From an optimization exercise on the open Yosys and OpenROAD flow, aimed at a short achievable clock period and few clock cycles; shortcuts taken in it are not production practice.
The RTL was checked by simulation tests, not by an equivalence proof against the original design.
No activity file was given, so power comes from the tool's default toggle rates.

`flow/flow/run.sh`:
```
#!/bin/bash
set -euo pipefail
bash standard.sh SETUP_SLACK_MARGIN=${FLOW_SETUP_MARGIN:-11} finish > standard_flow.log 2>&1
```
`flow/standard.sh`:
```
#!/bin/bash
# synth_recipe.tcl (not shown) runs the flow's synth.tcl, then flattens the netlist and writes it again
# the make line also repeats each setting of config.mk as NAME=value (left out here)
make -C /OpenROAD-flow-scripts/flow DESIGN_CONFIG=/design/flow/config.mk WORK_HOME=/design/flow/orfs CLKGATE_MAP_FILE= SYNTH_SCRIPT=/design/flow/synth_recipe.tcl "${@:-finish}"
```
`flow/config.mk`:
```
export PLATFORM = sky130hd
export DESIGN_NAME = mips_pipeline
export DESIGN_NICKNAME = mips_pipeline
export VERILOG_FILES = /design/flow/design.v
export SDC_FILE = /design/flow/constraint.sdc
export NUM_CORES = 4
export LEC_CHECK = 0
export ABC_CLOCK_PERIOD_IN_PS = 4000
export CAP_MARGIN = 20
export CORE_MARGIN = 2
export CORE_UTILIZATION = 30
export PLACE_DENSITY = 0.5
export SLEW_MARGIN = 20
export SYNTH_HIERARCHICAL = 1
```
`flow/constraint.sdc`:
```
create_clock -name core_clock -period 15.0 [get_ports {clk}]
set_input_delay 3.0000 -clock core_clock [delete_from_list [all_inputs] [get_ports {clk}]]
set_output_delay 3.0000 -clock core_clock [all_outputs]
set_load 0.01 [all_outputs]
```
`flow/design.v`:
```
module add32 #(parameter W = 32) (a, b, cin, s, co);
    input  [W-1:0] a, b;
    input          cin;
    output [W-1:0] s;
    output         co;
    reg [W-1:0] p, G, P;
    integer i, d;
    always @(*) begin
        p = a ^ b;
        G = a & b;
        P = p;
        G[0] = G[0] | (p[0] & cin);
        for (d = 1; d < W; d = d * 2)
            for (i = W - 1; i >= d; i = i - 1) begin
                G[i] = G[i] | (P[i] & G[i - d]);
                P[i] = P[i] & P[i - d];
            end
    end
    assign s  = p ^ {G[W-2:0], cin};
    assign co = G[W-1];
endmodule
module Divider(clk, rst, start, a, b, busy, hi, lo);
    input clk, rst, start;
    input [31:0] a, b;
    output reg busy;
    output [31:0] hi, lo;
    reg [31:0] R;
    reg [32:0] Q;
    reg [34:0] M1, M3, M5, M7;
    reg [3:0]  cnt;
    reg        prep;
    wire [34:0] m [1:7];
    assign m[1] = M1;
    assign m[2] = {M1[33:0], 1'b0};
    assign m[3] = M3;
    assign m[4] = {M1[32:0], 2'b0};
    assign m[5] = M5;
    assign m[6] = {M3[33:0], 1'b0};
    assign m[7] = M7;
    wire [34:0] x = {R, Q[32:30]};
    wire [34:0] diff [1:7];
    wire [7:1]  cout;
    genvar gk;
    generate
        for (gk = 1; gk < 8; gk = gk + 1) begin : step
            add32 #(35) SUB(.a(x), .b(~m[gk]), .cin(1'b1), .s(diff[gk]), .co(cout[gk]));
        end
    endgenerate
    reg  [7:0]  ge;
    reg  [31:0] r_n;
    reg  [2:0]  q_n;
    integer k;
    always @(*) begin
        ge[0] = 1'b1;
        for (k = 1; k < 8; k = k + 1)
            ge[k] = cout[k];           
        r_n = ge[1] ? 32'd0 : x[31:0];
        q_n = 3'd0;
        for (k = 1; k < 8; k = k + 1) begin
            if (ge[k] & ~((k < 7) ? ge[k + 1] : 1'b0)) begin
                r_n = r_n | diff[k][31:0];
                q_n = q_n | k[2:0];
            end
        end
    end
    always @(posedge clk) begin
        if (rst)
            busy <= 1'b0;
        else if (start)
            busy <= 1'b1;
        else if (busy && cnt == 4'd1)
            busy <= 1'b0;
        if (start) begin
            R    <= 32'd0;
            Q    <= {1'b0, a};
            M1   <= {3'd0, b};
            cnt  <= 4'd12;
            prep <= 1'b1;
        end
        else if (busy) begin
            if (prep) begin
                M3   <= M1 + {M1[33:0], 1'b0};
                M5   <= M1 + {M1[32:0], 2'b0};
                M7   <= {M1[31:0], 3'b0} - M1;
                prep <= 1'b0;
            end
            else begin
                R <= r_n;
                Q <= {Q[29:0], q_n};
            end
            cnt <= cnt - 4'd1;
        end
    end
    assign hi = R;
    assign lo = Q[31:0];
endmodule
module mips_pipeline(clk, rst, imem_addr, imem_rdata, dmem_addr, dmem_wdata, dmem_we, dmem_rdata);
    input clk, rst;
    output [31:0] imem_addr;
    input  [31:0] imem_rdata;
    output [31:0] dmem_addr, dmem_wdata;
    output dmem_we;
    input  [31:0] dmem_rdata;
    localparam D_ALUR = 0, D_MFHI = 1, D_MFLO = 2, D_DIVU = 3, D_ORI = 4, D_LW = 5, D_SW = 6,
               D_BEQ = 7, D_BNE = 8, D_J = 9, D_ADD = 10, D_SUB = 11, D_AND = 12, D_OR = 13,
               D_SLT = 14, D_SLL = 15, D_URS = 16, D_URT = 17, D_IMM = 18, D_WR = 19;
    function [19:0] dec;
        input [31:0] w;
        reg [5:0] op, fn;
        reg r, sll, mfhi, mflo, divu, add, sub, aand, oor, slt, ori, lw, sw, beq, bne, j, alur;
        begin
            op = w[31:26];
            fn = w[5:0];
            r    = (op == 6'd0);
            sll  = r & (fn == 6'd0);
            mfhi = r & (fn == 6'd10);
            mflo = r & (fn == 6'd12);
            divu = r & (fn == 6'd27);
            add  = r & (fn == 6'd32);
            sub  = r & (fn == 6'd34);
            aand = r & (fn == 6'd36);
            oor  = r & (fn == 6'd37);
            slt  = r & (fn == 6'd42);
            j    = (op == 6'd2);
            beq  = (op == 6'd4);
            bne  = (op == 6'd5);
            ori  = (op == 6'd13);
            lw   = (op == 6'd35);
            sw   = (op == 6'd43);
            alur = sll | add | sub | aand | oor | slt;
            dec = 20'd0;
            dec[D_ALUR] = alur;
            dec[D_MFHI] = mfhi;
            dec[D_MFLO] = mflo;
            dec[D_DIVU] = divu;
            dec[D_ORI]  = ori;
            dec[D_LW]   = lw;
            dec[D_SW]   = sw;
            dec[D_BEQ]  = beq;
            dec[D_BNE]  = bne;
            dec[D_J]    = j;
            dec[D_ADD]  = add | lw | sw;
            dec[D_SUB]  = sub;
            dec[D_AND]  = aand;
            dec[D_OR]   = oor | ori | mfhi | mflo;
            dec[D_SLT]  = slt;
            dec[D_SLL]  = sll;
            dec[D_URS]  = alur | divu | ori | lw | sw | beq | bne;
            dec[D_URT]  = alur | divu | sw | beq | bne;
            dec[D_IMM]  = ori | lw | sw;
            dec[D_WR]   = alur | mfhi | mflo | ori | lw;
        end
    endfunction
    function [4:0] dstof;
        input [31:0] w;
        input [19:0] d;
        begin
            if (!d[D_WR])
                dstof = 5'd0;
            else if (d[D_ORI] | d[D_LW])
                dstof = w[20:16];
            else
                dstof = w[15:11];
        end
    endfunction
    localparam [29:0] PF_WIN = 30'd16;
    reg  [31:2] pc, fa;
    reg         flush_q;
    reg         fq_v;           
    reg  [31:2] fq_a;
    reg  [31:0] fq_w;
    reg  [31:0] pc_oh0, pc_oh1;     
    reg  [31:0] ic_v;
    reg  [31:7] ic_tag  [0:31];
    reg  [31:0] ic_data [0:31];
    reg  [31:2] ic_tgt  [0:31];     
    reg  [12:0] ic_pd   [0:31];     
    localparam P_URS = 5, P_URT = 6, P_OK1 = 7, P_MEM = 8, P_BR = 9, P_P = 10, P_J = 11, P_WR = 12;
    reg         id_v0, id_v1, id_p0, id_p1;
    reg  [31:0] id_i0, id_i1;
    reg  [31:2] id_pc1, id_pc2;
    reg         ex_we0, ex_lw0, ex_sw, ex_beq0, ex_bne0, ex_p0, ex_divu;
    reg         ex_we1, ex_lw1, ex_beq1, ex_bne1, ex_p1, ex_mem1;
    reg  [31:0] ex_ma, ex_mimm, ex_ms;    
    reg  [3:0]  ex_fma, ex_fms;
    reg  [4:0]  ex_dst0, ex_dst1;
    reg  [31:0] ex_a0, ex_b0, ex_t0, ex_a1, ex_b1, ex_t1;
    reg  [3:0]  ex_fa0, ex_fb0, ex_ft0, ex_fa1, ex_fb1, ex_ft1;
    reg  [5:0]  ex_op0, ex_op1;      
    reg  [31:2] ex_alt;         
    reg         mem_we0, mem_lw0, mem_sw, mem_we1, mem_lw1;
    reg  [4:0]  mem_dst0, mem_dst1;
    reg  [31:0] mem_res0, mem_res1, mem_addr, mem_st;
    reg         wb_we0, wb_we1;
    reg  [4:0]  wb_dst0, wb_dst1;
    reg  [31:0] wb_val0, wb_val1;
    reg  [31:0] rf [1:31];
    wire [31:2] pc4 = pc + 30'd1;
    wire [31:2] pc8 = pc + 30'd2;
    assign imem_addr = {fa, 2'b00};
    reg  [31:0] w0, w1;
    reg  [31:2] tg0, tg1;
    reg  [12:0] pd0, pd1;
    reg         hit0, hit1;
    integer e;
    always @(*) begin
        w0 = 32'd0; w1 = 32'd0; tg0 = 30'd0; tg1 = 30'd0; hit0 = 1'b0; hit1 = 1'b0;
        pd0 = 13'd0; pd1 = 13'd0;
        for (e = 0; e < 32; e = e + 1) begin
            w0   = w0  | ({32{pc_oh0[e]}} & ic_data[e]);
            w1   = w1  | ({32{pc_oh1[e]}} & ic_data[e]);
            tg0  = tg0 | ({30{pc_oh0[e]}} & ic_tgt[e]);
            tg1  = tg1 | ({30{pc_oh1[e]}} & ic_tgt[e]);
            pd0  = pd0 | ({13{pc_oh0[e]}} & ic_pd[e]);
            pd1  = pd1 | ({13{pc_oh1[e]}} & ic_pd[e]);
            hit0 = hit0 | (pc_oh0[e] & ic_v[e] & (ic_tag[e] == pc[31:7]));
            hit1 = hit1 | (pc_oh1[e] & ic_v[e] & (ic_tag[e] == pc[31:7]));
        end
        hit1 = hit1 & ~pc_oh0[31];
    end
    wire        fm0  = (fa == pc);
    wire        have0 = hit0;
    wire        have1 = hit1;
    wire [5:0]  fa_ahead = fa[7:2] - pc[7:2];
    wire [31:2] fa_adv   = fa_ahead[5] ? pc : (fa_ahead < PF_WIN[5:0]) ? fa + 30'd1 : fa;
    wire        ctl0 = pd0[P_J] | pd0[P_P];             
    wire        dep  = pd0[P_WR] &
                       ((pd1[P_URS] & (w1[25:21] == pd0[4:0])) |
                        (pd1[P_URT] & (w1[20:16] == pd0[4:0])) |
                        (pd1[4:0] == pd0[4:0]));
    wire        pair = have0 & have1 & ~ctl0 & pd1[P_OK1] & ~(pd0[P_MEM] & pd1[P_MEM]) &
                       ~(pd0[P_BR] & pd1[P_BR]) & ~dep;
    wire        f_p0 = pd0[P_P];
    wire        f_p1 = pd1[P_P];
    wire        f_jump = pair ? pd1[P_J] : pd0[P_J];
    wire [31:2] f_next = pair ? ((pd1[P_J] | pd1[P_P]) ? tg1 : pc8) : (ctl0 ? tg0 : pc4);
    wire [31:2] alt  = ex_alt;
    wire        ahit0 = ic_v[alt[6:2]] & (ic_tag[alt[6:2]] == alt[31:7]);
    wire [19:0] fd = dec(fq_w);
    wire [4:0]  fdst = dstof(fq_w, fd);
    wire [12:0] f_pd;
    assign f_pd[4:0]   = fdst;
    assign f_pd[P_URS] = fd[D_URS];
    assign f_pd[P_URT] = fd[D_URT];
    assign f_pd[P_OK1] = fd[D_ALUR] | fd[D_ORI] | fd[D_BEQ] | fd[D_BNE] | fd[D_J] | fd[D_LW] | fd[D_SW];
    assign f_pd[P_MEM] = fd[D_LW] | fd[D_SW];
    assign f_pd[P_BR]  = fd[D_BEQ] | fd[D_BNE];
    assign f_pd[P_P]   = (fd[D_BEQ] | fd[D_BNE]) & fq_w[15];
    assign f_pd[P_J]   = fd[D_J];
    assign f_pd[P_WR]  = (fdst != 5'd0);
    wire [31:2] fa4 = fq_a + 30'd1;
    wire [15:0] ft_lo;
    wire        ft_c;
    add32 #(16) FTADD(.a(fa4[17:2]), .b(fq_w[15:0]), .cin(1'b0), .s(ft_lo), .co(ft_c));
    wire [13:0] ft_hi = fa4[31:18];
    wire [13:0] ft_hp, ft_hm;
    wire        ft_cp, ft_cm;
    add32 #(14) FTINC(.a(ft_hi), .b(14'd0), .cin(1'b1), .s(ft_hp), .co(ft_cp));
    add32 #(14) FTDEC(.a(ft_hi), .b(14'h3fff), .cin(1'b0), .s(ft_hm), .co(ft_cm));
    wire [13:0] ft_hi_n = (fq_w[15] == ft_c) ? ft_hi : ft_c ? ft_hp : ft_hm;
    wire [31:2] f_tgt = (fq_w[31:26] == 6'd2) ? {fa4[31:28], fq_w[25:0]} : {ft_hi_n, ft_lo};
    wire [19:0] d0 = dec(id_i0);
    wire [19:0] d1 = dec(id_i1);
    wire [4:0]  dst0 = dstof(id_i0, d0);
    wire [4:0]  dst1 = dstof(id_i1, d1);
    wire [4:0]  rs0 = id_i0[25:21], rt0 = id_i0[20:16];
    wire [4:0]  rs1 = id_i1[25:21], rt1 = id_i1[20:16];
    wire [31:0] simm0 = {{16{id_i0[15]}}, id_i0[15:0]};
    wire [31:0] simm1 = {{16{id_i1[15]}}, id_i1[15:0]};
    wire        urs0 = d0[D_URS], urt0 = d0[D_URT], urs1 = d1[D_URS], urt1 = d1[D_URT];
    function [31:0] rdp;
        input [4:0] r;
        begin
            if (r == 5'd0)
                rdp = 32'd0;
            else if (wb_we1 && wb_dst1 == r)
                rdp = wb_val1;
            else if (wb_we0 && wb_dst0 == r)
                rdp = wb_val0;
            else
                rdp = rf[r];
        end
    endfunction
    function [3:0] fsel;
        input [4:0] r;
        input u;
        reg x1, x0, m1, m0;
        begin
            x1 = u & ex_we1 & (ex_dst1 == r);
            x0 = u & ex_we0 & (ex_dst0 == r) & ~x1;
            m1 = u & mem_we1 & (mem_dst1 == r) & ~x1 & ~x0;
            m0 = u & mem_we0 & (mem_dst0 == r) & ~x1 & ~x0 & ~m1;
            fsel = {x1, x0, m1, m0};
        end
    endfunction
    wire [3:0] fa0 = fsel(rs0, urs0);
    wire [3:0] ft0 = fsel(rt0, urt0);
    wire [3:0] fa1 = fsel(rs1, urs1);
    wire [3:0] ft1 = fsel(rt1, urt1);
    wire        div_busy;
    wire [31:0] hi, lo;
    function reads;
        input [4:0] r;
        begin
            reads = (urs0 & rs0 == r) | (urt0 & rt0 == r) |
                    (id_v1 & ((urs1 & rs1 == r) | (urt1 & rt1 == r)));
        end
    endfunction
    wire load_use = (ex_lw0 & reads(ex_dst0)) | (ex_lw1 & reads(ex_dst1));
    wire msel1    = id_v1 & (d1[D_LW] | d1[D_SW]);      
    wire div_wait = (d0[D_MFHI] | d0[D_MFLO]) & (div_busy | ex_divu);
    wire stall    = id_v0 & ~flush_q & (load_use | div_wait);
    wire we0 = id_v0 & (dst0 != 5'd0);
    wire we1 = id_v1 & (dst1 != 5'd0);
    function [31:0] fwd;
        input [3:0] s;
        input [31:0] v;
        begin
            fwd = ({32{s[3]}} & mem_res1) | ({32{s[2]}} & mem_res0) |
                  ({32{s[1]}} & wb_val1)  | ({32{s[0]}} & wb_val0)  |
                  ({32{~|s}} & v);
        end
    endfunction
    function [31:0] alu;
        input [5:0] o;
        input [31:0] a, b, sum, diff;
        begin
            alu = ({32{o[5]}} & sum) |
                  ({32{o[4]}} & diff) |
                  ({32{o[3]}} & (a & b)) |
                  ({32{o[2]}} & (a | b)) |
                  {31'd0, o[1] & diff[31]} |
                  ({32{o[0]}} & (a << b[4:0]));
        end
    endfunction
    wire [31:0] a0 = fwd(ex_fa0, ex_a0);
    wire [31:0] b0 = fwd(ex_fb0, ex_b0);
    wire [31:0] t0 = fwd(ex_ft0, ex_t0);
    wire [31:0] a1 = fwd(ex_fa1, ex_a1);
    wire [31:0] b1 = fwd(ex_fb1, ex_b1);
    wire [31:0] t1 = fwd(ex_ft1, ex_t1);
    wire [31:0] ma = fwd(ex_fma, ex_ma);
    wire [31:0] ms = fwd(ex_fms, ex_ms);
    wire [31:0] maddr, sum0, diff0, sum1, diff1;
    wire        co_m, co_s0, co_d0, co_s1, co_d1;
    add32 AGU  (.a(ma), .b(ex_mimm), .cin(1'b0), .s(maddr), .co(co_m));
    add32 ADD0 (.a(a0), .b(b0),  .cin(1'b0), .s(sum0),  .co(co_s0));
    add32 SUB0 (.a(a0), .b(~b0), .cin(1'b1), .s(diff0), .co(co_d0));
    add32 ADD1 (.a(a1), .b(b1),  .cin(1'b0), .s(sum1),  .co(co_s1));
    add32 SUB1 (.a(a1), .b(~b1), .cin(1'b1), .s(diff1), .co(co_d1));
    wire [31:0] res0 = alu(ex_op0, a0, b0, sum0, diff0);
    wire [31:0] res1 = alu(ex_op1, a1, b1, sum1, diff1);
    wire eq0 = (a0 == t0);
    wire eq1 = (a1 == t1);
    wire mp0 = ~flush_q & (ex_beq0 | ex_bne0) & (((ex_beq0 & eq0) | (ex_bne0 & ~eq0)) ^ ex_p0);
    wire mp1 = ~flush_q & (ex_beq1 | ex_bne1) & (((ex_beq1 & eq1) | (ex_bne1 & ~eq1)) ^ ex_p1);
    wire mispredict = mp0 | mp1;
    Divider divider(.clk(clk), .rst(rst), .start(ex_divu & ~flush_q), .a(a0), .b(t0),
                    .busy(div_busy), .hi(hi), .lo(lo));
    assign dmem_addr  = mem_addr;
    assign dmem_wdata = mem_st;
    assign dmem_we    = mem_sw;
    wire [31:2] pc_n = rst ? 30'd0 : mispredict ? alt : (!stall && have0) ? f_next : pc;
    wire [31:0] pc_noh = 32'd1 << pc_n[6:2];
    always @(posedge clk) begin
        flush_q <= ~rst & mispredict;
        pc     <= pc_n;
        pc_oh0 <= pc_noh;
        pc_oh1 <= {pc_noh[30:0], pc_noh[31]};
        if (rst)
            fa <= 30'd0;
        else if (mispredict)
            fa <= ahit0 ? fa_adv : alt;
        else if (!stall && have0 && f_jump)
            fa <= f_next;
        else if (!have0 && !fm0 && !(fq_v && fq_a == pc))
            fa <= pc;
        else
            fa <= fa_adv;
        if (rst)
            ic_v <= 32'd0;
        else if (fq_v)
            ic_v[fq_a[6:2]] <= 1'b1;
        ic_tag[fq_a[6:2]]  <= fq_a[31:7];
        ic_data[fq_a[6:2]] <= fq_w;
        ic_tgt[fq_a[6:2]]  <= f_tgt;
        ic_pd[fq_a[6:2]]   <= f_pd;
        fq_v <= ~rst;
        fq_a <= fa;
        fq_w <= imem_rdata;
        if (rst) begin
            id_v0 <= 1'b0;
            id_v1 <= 1'b0;
        end
        else if (!stall) begin
            id_v0  <= have0;
            id_v1  <= pair;
            id_i0  <= w0;
            id_i1  <= w1;
            id_p0  <= f_p0;
            id_p1  <= f_p1;
            id_pc1 <= pc4;
            id_pc2 <= pc8;
        end
        if (rst || flush_q || stall || !id_v0) begin
            ex_we0 <= 1'b0; ex_lw0 <= 1'b0; ex_sw <= 1'b0;
            ex_beq0 <= 1'b0; ex_bne0 <= 1'b0; ex_divu <= 1'b0;
        end
        else begin
            ex_we0 <= we0; ex_lw0 <= d0[D_LW]; ex_sw <= d0[D_SW] | (id_v1 & d1[D_SW]);
            ex_beq0 <= d0[D_BEQ]; ex_bne0 <= d0[D_BNE]; ex_divu <= d0[D_DIVU];
        end
        if (rst || flush_q || stall || !id_v1) begin
            ex_we1 <= 1'b0; ex_lw1 <= 1'b0; ex_beq1 <= 1'b0; ex_bne1 <= 1'b0;
        end
        else begin
            ex_we1 <= we1; ex_lw1 <= d1[D_LW]; ex_beq1 <= d1[D_BEQ]; ex_bne1 <= d1[D_BNE];
        end
        ex_mem1 <= msel1;
        ex_ma   <= msel1 ? rdp(rs1) : rdp(rs0);
        ex_fma  <= msel1 ? fa1 : fa0;
        ex_mimm <= msel1 ? simm1 : simm0;
        ex_ms   <= msel1 ? rdp(rt1) : rdp(rt0);
        ex_fms  <= msel1 ? ft1 : ft0;
        ex_p0   <= id_p0;
        ex_p1   <= id_p1;
        ex_dst0 <= dst0;
        ex_dst1 <= dst1;
        ex_a0   <= d0[D_MFHI] ? hi : d0[D_MFLO] ? lo : rdp(rs0);
        ex_b0   <= d0[D_IMM] ? simm0 : rdp(rt0);
        ex_t0   <= rdp(rt0);
        ex_a1   <= rdp(rs1);
        ex_b1   <= d1[D_IMM] ? simm1 : rdp(rt1);
        ex_t1   <= rdp(rt1);
        ex_fa0  <= fa0;
        ex_fb0  <= d0[D_IMM] ? 4'd0 : ft0;
        ex_ft0  <= ft0;
        ex_fa1  <= fa1;
        ex_fb1  <= d1[D_IMM] ? 4'd0 : ft1;
        ex_ft1  <= ft1;
        ex_op0  <= {d0[D_ADD], d0[D_SUB], d0[D_AND], d0[D_OR], d0[D_SLT], d0[D_SLL]};
        ex_op1  <= {d1[D_ADD], d1[D_SUB], d1[D_AND], d1[D_OR], d1[D_SLT], d1[D_SLL]};
        if (id_v1 & (d1[D_BEQ] | d1[D_BNE]))
            ex_alt <= id_p1 ? id_pc2 : id_pc2 + simm1[29:0];
        else
            ex_alt <= id_p0 ? id_pc1 : id_pc1 + simm0[29:0];
        if (rst) begin
            mem_we0 <= 1'b0; mem_sw <= 1'b0; mem_we1 <= 1'b0;
        end
        else begin
            mem_we0 <= ex_we0 & ~flush_q;
            mem_sw  <= ex_sw & ~flush_q & ~(mp0 & ex_mem1);
            mem_we1 <= ex_we1 & ~flush_q & ~mp0;
        end
        mem_lw0  <= ex_lw0;
        mem_lw1  <= ex_lw1;
        mem_addr <= maddr;
        mem_dst0 <= ex_dst0;
        mem_dst1 <= ex_dst1;
        mem_res0 <= res0;
        mem_res1 <= res1;
        mem_st   <= ms;
        if (rst) begin
            wb_we0 <= 1'b0; wb_we1 <= 1'b0;
        end
        else begin
            wb_we0 <= mem_we0; wb_we1 <= mem_we1;
        end
        wb_dst0 <= mem_dst0;
        wb_dst1 <= mem_dst1;
        wb_val0 <= mem_lw0 ? dmem_rdata : mem_res0;
        wb_val1 <= mem_lw1 ? dmem_rdata : mem_res1;
        if (wb_we0)
            rf[wb_dst0] <= wb_val0;
        if (wb_we1)
            rf[wb_dst1] <= wb_val1;
    end
endmodule
```
==> results by group, run 1 <==
Status
  – Outcome: timing/DRC/antenna clean

Power
  – Power share of the clock group: approximately 27%
  – Peak VDD IR: around 0.00017 V
  – Pwr Density: 154 nW/um^2
  – Sw frac: between 30% and 40%
  – Net Sw Power: 22.4 mW
  – Internal power: 35.1 mW
  – Gate power share: 39.9%
  – P_leak: ~130 nW
  – Seq pwr share: 32.8%

Hold path
  – Hold Crit Class: flip-flop to flip-flop
  – Hold Path Sink: mem_lw1
  – WHS Path Cells: 0
  – Hold path start: ex_lw1

Finish
  – Cell area after layout: 372000 um^2
  – Final #Nets: 25961
  – Multi-input gate area: 153000 um^2
  – Fin cells: between 30000 and 40000
  – Filler cells: 96568
  – Area Overhead vs Synth: 22.2%
  – Share of cells above drive strength 1: 28.7%
  – Storage cell area: 152000 um^2

Setup path
  – Crit path max-delay family: simple AND/OR/NAND/NOR gates
  – CP Launch Type: flip-flop
  – R2R depth: 18
  – Max incr delay on CP: 0.75 ns
  – Crit path kind: flip-flop to flip-flop
  – Slowest CP cell: nand4_1
  – R2r setup slk: 9.90 ns
  – Arr. time, crit path: between 6 and 7 ns
  – Worst reg2reg path endpoint: pc_oh1[0]
  – Endpoint class of the critical path: flip-flop
  – Max FO, Critical Path: 8
  – FF-to-FF Start: ex_fa1[2]
  – CP cell instances: buf_12 > nor4_4 > buf_6 > buf_6 > buf_16 > a211o_4 > xor2_4 > nand4_1 > nor4_4 > nand4_1 > mux2i_2 > a21oi_4 > buf_12 > buf_8 > a211o_1 > a21oi_4 > nand3_4 > nor4b_4
  – Worst Path Required: 16.05 ns
  – Bufs and invs on worst path: 6

Clock network
  – Clock Tree Root: clkbuf_16
  – Clk buf depth: 5
  – Worst skew pair latency: 1.15 ns
  – CTS buffer count: roughly 610
  – CTS tree: yes
  – H-tree Lvls: 6
  – CTS sink count: 5320
  – Reg clk slew, reported paths: about 0.06 ns
  – Hold_buf cts: 0

Run
  – Max Cap Violations: 0

Die
  – Core area: 1010000 um^2
  – Die X: 1.01 mm
  – Die area: 1020000 um^2
  – Ports: 163
  – # rows: 370
  – Chip height: roughly 1.0 mm
  – Starting density of the core: 30.1%

Placement
  – Placed Instance Area: 324000 um^2
  – GPL Wtd Cong: 0.996
  – DP HPWL: around 970 mm
  – Placed cells: approximately 37000
  – IO Port Bufs: 160

Route
  – Initial DRT Pass Iterations: 12
  – # DRC: 0
  – Final WL: 1630 mm
  – Wire per inst: 41.5 um
  – Via Count: 259073
  – Via-to-Cell Ratio: 6.59
  – Routed Antenna Nets: 0
  – Drt initial violations: 46690

Timing
  – Final Max Tran Viols: 0
  – Final min period: 5.10 ns
  – Setup TNS: 0 ns
  – Final setup violation count: 0
  – RSZ-0062 raised after global routing: yes
  – Final hold vios: 0
  – Fmax: between 150 and 200 MHz
  – Relative slew margins: 10.0%
  – Hold slack final: 0.402 ns
  – Tcrit/Tclk final: 34.0%
  – Skew final: 0.149 ns
  – Tightest Pin Transition: 1.34 ns

Global route
  – Initial antenna violation count: 165
  – First-pass GRT wire length: 2150 mm
  – Largest net degree at the start of global routing: 82
  – Gr ovfl total: 0
  – Vias in the first global route: 239776
  – Total Routing Usage GR: 30.3%

Synthesis
  – Avg Synthesized Cell Area: between 10 and 15 um^2
  – Post-Syn Area: approximately 300000 um^2
  – Synth warn: 12
  – Cells after synthesis: 24523
## layout by cell type (no fill, tap or decap), types with 291 or more instances in the layout
| master | n |
|---|---|
| nand4_1 | 866 |
| buf_4 | 1249 |
| mux2_2 | 1157 |
| dfxtp_1 | 555 |
| o21ai_0 | 542 |
| nand2_1 | 954 |
| buf_6 | 291 |
| ha_1 | 516 |
| clkbuf_16 | 646 |
| xor2_1 | 439 |
| nor2_1 | 990 |
| a21oi_1 | 961 |
| a22o_1 | 550 |
| mux4_2 | 1412 |
| inv_1 | 526 |
| xnor2_1 | 1150 |
| a22oi_1 | 1999 |
| mux2i_1 | 414 |
| edfxtp_1 | 4483 |
| nand3_1 | 496 |
| a221oi_1 | 378 |
## per-layer routing
metal  up-vias  global-route usage, %  share of wire (%)
li1      99731                      -                  -
met1    131098                   38.1                 36
met2     22520                   44.5                 42
met3      5632                   10.3                 14
met4        92                   19.4                8.3
met5         -                      0              0.050
## how the worst max path moves through the flow
stage | endpoint | slack [ns] | cells after the start | from
finish | pc_oh1[0] | 9.90 | 18 | ex_fa1[2]
floorplan | ic_data[19][0] | 9.37 | 4 | fq_a[4]
CTS | imem_addr[20] | 10.22 | 1 | fa[20]
detailed placement | pc_oh1[2] | 7.82 | 16 | pc_oh1[25]
global placement | pc_oh1[4] | 7.78 | 16 | pc_oh1[25]
global route | pc_oh1[6] | 10.09 | 18 | ex_fa1[0]
## power groups by stage
stage                     clock (mW)  combinational (mW)  sequential, mW
final                           15.7                22.9            18.8
after global routing            16.3                23.4            18.8
after global placement             0                18.9            19.2
after floorplan                    0                11.6            18.2
after detailed placement           0                18.9            19.2
after CTS                       15.8                21.5            18.8
## timing repair
item	CTS	global route
buffers inserted	821	225
pin swaps	428	293
gates cloned	182	21
endpoints found under the setup margin	1923	1121
resized for setup	2657	468
## state kept, by name (all words and copies together) (netlist names), 33 cells and up, named ones only
register	flops
ic_tgt	960
divider.M5	34
divider.Q	33
rf	992
ic_data	1024
ic_tag	800
ic_pd	416
divider.M7	34
divider.M3	33
## through the flow
step | setup slack [ns] | util, % | power [mW]
floorplan | 9.37 | - | 29.8
global placement | 7.78 | 31.9 | 38.1
detailed placement | 7.82 | 31.9 | 38.0
CTS | 10.22 | 36.2 | 56.0
global route | 10.09 | 36.7 | 58.5
finish | 9.90 | 36.7 | 57.4
## cell type report
cell class | count | share of cell area [%]
timing repair inverter | 3 | 0.00471
clock buffer | 794 | 4.52
timing repair buffer | 2223 | 7.44
inverter | 550 | 0.570
multi-input combinational | 16547 | 41.1
antenna | 192 | 0.129
tap | 13392 | 4.50
clock inverter | 304 | 0.921
sequential | 5320 | 40.9
Testbench counts, summed over its fixed seeds: cycles 94,241.
==> run 2: changes to the inputs <==
--- a/flow/design.v
+++ b/flow/design.v
@@ -361,7 +361,13 @@
     assign dmem_wdata = mem_st;
     assign dmem_we    = mem_sw;
     wire [31:2] pc_n = rst ? 30'd0 : mispredict ? alt : (!stall && have0) ? f_next : pc;
-    wire [31:0] pc_noh = 32'd1 << pc_n[6:2];
+    wire [31:0] oh_pc4 = pc_oh1;
+    wire [31:0] oh_pc8 = {pc_oh1[30:0], pc_oh1[31]};
+    wire [31:0] oh_tg0 = 32'd1 << tg0[6:2];
+    wire [31:0] oh_tg1 = 32'd1 << tg1[6:2];
+    wire [31:0] oh_alt = 32'd1 << alt[6:2];
+    wire [31:0] oh_fnx = pair ? ((pd1[P_J] | pd1[P_P]) ? oh_tg1 : oh_pc8) : (ctl0 ? oh_tg0 : oh_pc4);
+    wire [31:0] pc_noh = rst ? 32'd1 : mispredict ? oh_alt : (!stall && have0) ? oh_fnx : pc_oh0;
     always @(posedge clk) begin
         flush_q <= ~rst & mispredict;
         pc     <= pc_n;
==> run 2 against run 1 <==
  * First-iteration DRC count decreased by 4.4%
  * Cell area decreased by 0.76%
  * Sequential power about the same
  * Clock skew increased by 0.013 ns
  * Cell count decreased by 0.48%
  * Critical endpoint is now imem_addr[11]
  * Area after synthesis decreased by 0.38%
  * Worst hold slack got worse by 0.021 ns
==> results by group, run 2 <==
Setup path
  – Max FO, Critical Path: 2
  – FF-to-FF Start: wb_val1[19]
  – Worst Path Required: approximately 12 ns
  – R2R depth: 16
  – R2r setup slk: 10.44 ns
  – Worst reg2reg path endpoint: fa[9]
  – CP Launch Type: flip-flop
  – Endpoint class of the critical path: primary output
  – Crit path to: imem_addr[11]
  – Crit path kind: flip-flop to primary output
  – Worst setup path startpoint: fa[11]
  – Arr. time, crit path: 1.81 ns

Die
  – # rows: 369
  – Die area: 1020000 um^2
  – Starting density of the core: 30.1%
  – Core area: roughly 1000000 um^2
  – Die X: 1.01 mm
  – Chip height: 1.01 mm
  – Ports: 163

Synthesis
  – Cells after synthesis: 24609
  – Post-Syn Area: between 300000 and 400000 um^2
  – Synth warn: 12
  – Avg Synthesized Cell Area: around 12 um^2

Route
  – # DRC: 0
  – Via Count: 257528
  – Final WL: 1600 mm
  – Via-to-Cell Ratio: 6.58
  – Wire per inst: roughly 41 um
  – Routed Antenna Nets: 0
  – Drt initial violations: 44629
  – Initial DRT Pass Iterations: 8

Clock network
  – CTS buffer count: 629
  – CTS sink count: 5320
  – Clk buf depth: 5
  – H-tree Lvls: 6
  – CTS tree: yes
  – Worst skew pair latency: between 1 and 1.5 ns
  – Clock Tree Root: clkbuf_16
  – Reg clk slew, reported paths: 0.06 ns
  – Hold_buf cts: 0

Finish
  – Share of cells above drive strength 1: 27.8%
  – Fin cells: 39137
  – Max reg flops: 1024
  – Most frequent cells in the layout: edfxtp_1 (4483), a22oi_1 (2027), mux4_2 (1335)
  – Final #Nets: 25841
  – Leading cell type in the layout, fill and taps excluded: edfxtp_1
  – Area Overhead vs Synth: 21.7%

Power
  – Peak VDD IR: 0.000150 V
  – P_leak: about 130 nW
  – Pwr Density: 151 nW/um^2

Timing
  – Final setup violation count: 0
  – RSZ-0062 raised after global routing: yes
  – Fmax: about 210 MHz
  – Tcrit/Tclk final: 32.1%
  – Setup TNS: 0 ns
  – Relative slew margins: 11.2%
  – Tightest Pin Transition: 1.33 ns
  – Final min period: 4.81 ns
  – Final Max Tran Viols: 0
  – Skew final: about 0.16 ns
  – Final hold vios: 0
  – Hold slack final: 0.380 ns

Status
  – Outcome: timing/DRC/antenna clean

Placement
  – GPL Wtd Cong: 0.988
  – IO Port Bufs: 160
  – DP HPWL: 942 mm
  – Placed cells: 36692

Global route
  – Gr ovfl total: 0
  – Total Routing Usage GR: 29.7%
  – Vias in the first global route: 238023
  – Initial antenna violation count: between 150 and 200
  – Largest net degree at the start of global routing: 86
  – First-pass GRT wire length: 2110 mm

Run
  – Max Cap Violations: 0

Hold path
  – Hold Crit Class: flip-flop to flip-flop
==> run 2: stage by stage <==
| stage | utilization [%] | instance area (um^2) | setup WS (ns) | total power [mW] |
|---|---|---|---|---|
| after global routing | 36.6 | 369000 | 10.18 | 56.9 |
| after CTS | 35.9 | 362000 | 10.18 | 53.8 |
| final | 36.6 | 369000 | 10.19 | 55.8 |
| after detailed placement | 31.9 | 322000 | 8.57 | 35.3 |
| after floorplan | - | 304000 | 9.32 | 28.3 |
| after global placement | 31.9 | 321000 | 8.51 | 35.3 |
==> run 2: power breakdown <==
part           switching (mW)  total, mW  internal [mW]
Sequential               1.16       18.7           17.5
Combinational            13.1       21.2           8.17
Clock                    6.76       15.9           9.13
Total                    21.0       55.8           34.8
==> run 2: final cells by class <==
type                            instances  area (um^2)
Fill cell                           96372       640000
Sequential cell                      5320       152000
Multi-Input combinational cell      16530       151000
Timing Repair Buffer                 2073        25700
Clock buffer                          815        17300
Tap cell                            13356        16700
Clock inverter                        299         3180
Inverter                              575         2340
Antenna cell                          159          398
Timing Repair inverter                 10          146
==> run 2: routing by layer <==
layer / routed length (um) / GRT usage (%) / part of all wire, %
met5: 1640 / 0.926 / 0.10
met4: 128000 / 18.7 / 8.0
met3: 226000 / 11.1 / 14
met2: 662000 / 42.9 / 41
met1: 584000 / 37.4 / 36
==> run 2: how the worst min path moves through the flow <==
stage                start     endpoint  slack, ns  depth (start not counted)
3_5_place_dp        ex_lw1      mem_lw1       0.39                          0
3_3_place_gp        ex_lw1      mem_lw1       0.39                          0
2_1_floorplan   ex_dst0[4]  mem_dst0[4]       0.33                          0
4_1_cts        mem_dst1[3]   wb_dst1[3]       0.38                          0
5_1_grt        mem_dst1[0]   wb_dst1[0]       0.39                          0
6_report       mem_dst1[3]   wb_dst1[3]       0.38                          0
==> run 2: repair_timing <==
item | CTS | global route
setup endpoints to repair | 1993 | 1535
gates resized for setup | 2433 | 742
pin swaps | 340 | 429
buffers inserted | 726 | 252
cloned | 155 | 34
==> run 2: worst max-delay path, stage by stage (launching register included) <==
cell     delay, ns
dfxtp_2       0.35
buf_12        0.16
buf_8         0.12
Testbench counts of run 2, summed over its fixed seeds: cycles 94,241.
==> run 3: changes to the inputs <==
--- a/flow/config.mk
+++ b/flow/config.mk
@@ -8,7 +8,7 @@
 export ABC_CLOCK_PERIOD_IN_PS = 4000
 export CAP_MARGIN = 20
 export CORE_MARGIN = 2
-export CORE_UTILIZATION = 30
-export PLACE_DENSITY = 0.5
+export CORE_UTILIZATION = 38
+export PLACE_DENSITY = 0.55
 export SLEW_MARGIN = 20
 export SYNTH_HIERARCHICAL = 1
==> run 3 against run 2 <==
  * Still clean
  * Clock skew fell by 0.063 ns
  * Routed wire length fell by 4.0%
  * Maximum frequency fell by 0.53%
  * Critical path depth did not move
  * Cell count fell by 7.4%
  * Critical endpoint unchanged
  * Largest cell class unchanged
==> results by group, run 3 <==
Status
  – Outcome: timing/DRC/antenna clean

Timing
  – Fmax: 207 MHz
  – Tcrit/Tclk final: 32.3%
  – RSZ-0062 raised after global routing: yes
  – Setup TNS: 0 ns
  – Relative slew margins: 12.4%
  – Tightest Pin Transition: 1.31 ns
  – Final min period: slightly below 5 ns
  – Skew final: about 0.099 ns
  – Hold slack final: 0.409 ns
  – Final hold vios: 0
  – Final setup violation count: 0
  – Final Max Tran Viols: 0

Finish
  – Final #Nets: approximately 26000
  – Most frequent cells in the layout: edfxtp_1 (4483), a22oi_1 (2035), mux4_2 (1335)
  – Area Overhead vs Synth: 19.5%
  – Share of cells above drive strength 1: 27.1%
  – Max reg flops: 1024
  – Leading cell type in the layout, fill and taps excluded: edfxtp_1

Synthesis
  – Synth warn: 12
  – Post-Syn Area: approximately 300000 um^2
  – Avg Synthesized Cell Area: 12.3 um^2
  – Cells after synthesis: around 25000

Global route
  – Total Routing Usage GR: 36.1%
  – Vias in the first global route: around 240k
  – Initial antenna violation count: approximately 150
  – Largest net degree at the start of global routing: 88
  – Gr ovfl total: 0
  – First-pass GRT wire length: 2040 mm

Setup path
  – Arr. time, crit path: 1.84 ns
  – Max incr delay on CP: around 0.35 ns
  – Endpoint class of the critical path: primary output
  – FF-to-FF Start: ex_ft1[2]
  – Slowest CP cell: dfxtp_2
  – Crit path to: imem_addr[11]
  – Crit path kind: flip-flop to primary output
  – Worst Path Required: 12.00 ns
  – CP cell instances: buf_8 > buf_6
  – R2R depth: 21
  – Max FO, Critical Path: 2
  – CP Launch Type: flip-flop
  – Worst reg2reg path endpoint: pc_oh1[2]
  – R2r setup slk: 10.54 ns
  – Worst setup path startpoint: fa[11]

Clock network
  – Worst skew pair latency: 1.21 ns
  – CTS buffer count: 614
  – CTS tree: yes
  – Clk buf depth: 4
  – Reg clk slew, reported paths: approximately 0.060 ns
  – H-tree Lvls: 6
  – CTS sink count: 5320
  – Clock Tree Root: clkbuf_16

Route
  – Via-to-Cell Ratio: 7.07
  – Via Count: 256264
  – Wire per inst: between 40 and 50 um
  – Drt initial violations: 45950
  – Initial DRT Pass Iterations: 13
  – Routed Antenna Nets: 0
  – # DRC: 0
  – Final WL: 1540 mm

Placement
  – IO Port Bufs: 160
  – DP HPWL: 919 mm
  – GPL Wtd Cong: 1.02

Hold path
  – Hold Crit Class: flip-flop to flip-flop

Die
  – Chip height: 898 um
  – Die X: roughly 900 um
  – Starting density of the core: 38.1%
  – # rows: 328
  – Ports: ~160
  – Die area: ~810000 um^2
  – Core area: 797000 um^2

Run
  – Max Cap Violations: 0

Power
  – Pwr Density: 152 nW/um^2
  – Peak VDD IR: roughly 0.00019 V
  – P_leak: around 130 nW
[run 3: changes by cell type in the layout (fill, tap and decap cells not counted), moves of 21 or more]
| cell | delta |
|---|---|
| diode_2 | -23 |
| nand3_2 | -21 |
| ha_1 | +22 |
| xnor2_1 | +33 |
| buf_12 | -66 |
| xnor2_2 | -23 |
| nand3_1 | +29 |
| clkinv_16 | +21 |
| bufbuf_16 | -24 |
[run 3: area by class of cell]
type,instances,area [um^2]
clock inverter,350,4100
multi-input combinational,16525,150000
fill,71330,434000
inverter,575,2320
sequential,5320,152000
timing repair buffer,1978,23600
tap,10560,13200
clock buffer,775,16600
timing repair inverter,5,32.5
antenna,136,340
[run 3: through the flow]
stage / std cells / setup slack [ns] / power (mW) / util, % / instance area (um^2)
after global routing: 36145 / 10.15 / 55.9 / 45.5 / 362000
after CTS: 35802 / 10.13 / 53.1 / 44.7 / 356000
final: 36224 / 10.16 / 55.0 / 45.5 / 362000
after detailed placement: 33904 / 8.32 / 35.1 / 39.9 / 318000
after floorplan: 24665 / 9.32 / 28.3 / - / 304000
after global placement: 33895 / 8.30 / 35.2 / 39.9 / 318000
[run 3: routing by layer]
metal | vias up | wire (um) | GRT usage (%)
met1 | 128574 | 542000 | 45.3
met4 | 120 | 136000 | 25.0
met5 | - | 1630 | 0.587
met3 | 5795 | 222000 | 13.0
li1 | 98881 | - | -
met2 | 22894 | 635000 | 51.7
[run 3: timing repair]
action,CTS,global route
buffers inserted,653,248
hold buffers,0,0
pin swaps,349,293
gates cloned,120,33
gates resized for setup,2344,587
endpoints found under the setup margin,2011,1049
[run 3: report_power, final]
| group | leakage [nW] | internal, mW | switching (mW) | total (mW) |
|---|---|---|---|---|
| combinational | 67.0 | 7.82 | 12.7 | 20.5 |
| clock | 9.99 | 8.87 | 6.86 | 15.7 |
| sequential | 48.7 | 17.5 | 1.19 | 18.7 |
[run 3: worst min-delay path by stage]
| stage | from | to | slack, ns | cells past startpoint |
|---|---|---|---|---|
| 6_report | mem_dst1[1] | wb_dst1[1] | 0.41 | 0 |
| 5_1_grt | ex_lw1 | mem_lw1 | 0.41 | 0 |
| 4_1_cts | ex_lw0 | mem_lw0 | 0.40 | 0 |
| 3_5_place_dp | ex_lw1 | mem_lw1 | 0.39 | 0 |
| 3_3_place_gp | ex_lw1 | mem_lw1 | 0.39 | 0 |
| 2_1_floorplan | ex_dst0[4] | mem_dst0[4] | 0.33 | 0 |
[run 3: worst max-delay path: cells and delay by family (launching register included)]
family | cells | cell delay [ns]
buffers and inverters | 2 | 0.28
flip-flops | 1 | 0.35

afterwards: timing with drivers on the ports:
No port has a modelled driver above. Below, the same layouts with a new extraction and two added sets of constraints.
Step 1 assumes that a clkbuf_16 drives the clock port and a buf_2 every other input.
Step 2 times the ports against the registers' clock, not the clock port: input delays grow and output delays shrink by t, the midpoint of the rising clock arrivals with the driver on.
a / b / c = ideal / step 1 / step 2; a / b = the first two.
run | shift t [ns] | setup slack, ns | worst setup path after step 2 | worst slew at a driven data input, ns
run 1 | 1.244 | 9.897 / 9.897 / 9.720 | input to register | 0.10
run 2 | 1.223 | 10.187 / 10.050 / 9.638 | input to register | 0.32
run 3 | 1.308 | 10.161 / 10.011 / 9.921 | input to register | 0.37
After both steps setup and hold are still met in every run listed. For run 2, which loses most, drivers alone change the setup slack by -0.137 ns; drivers and shift together by -0.549 ns.
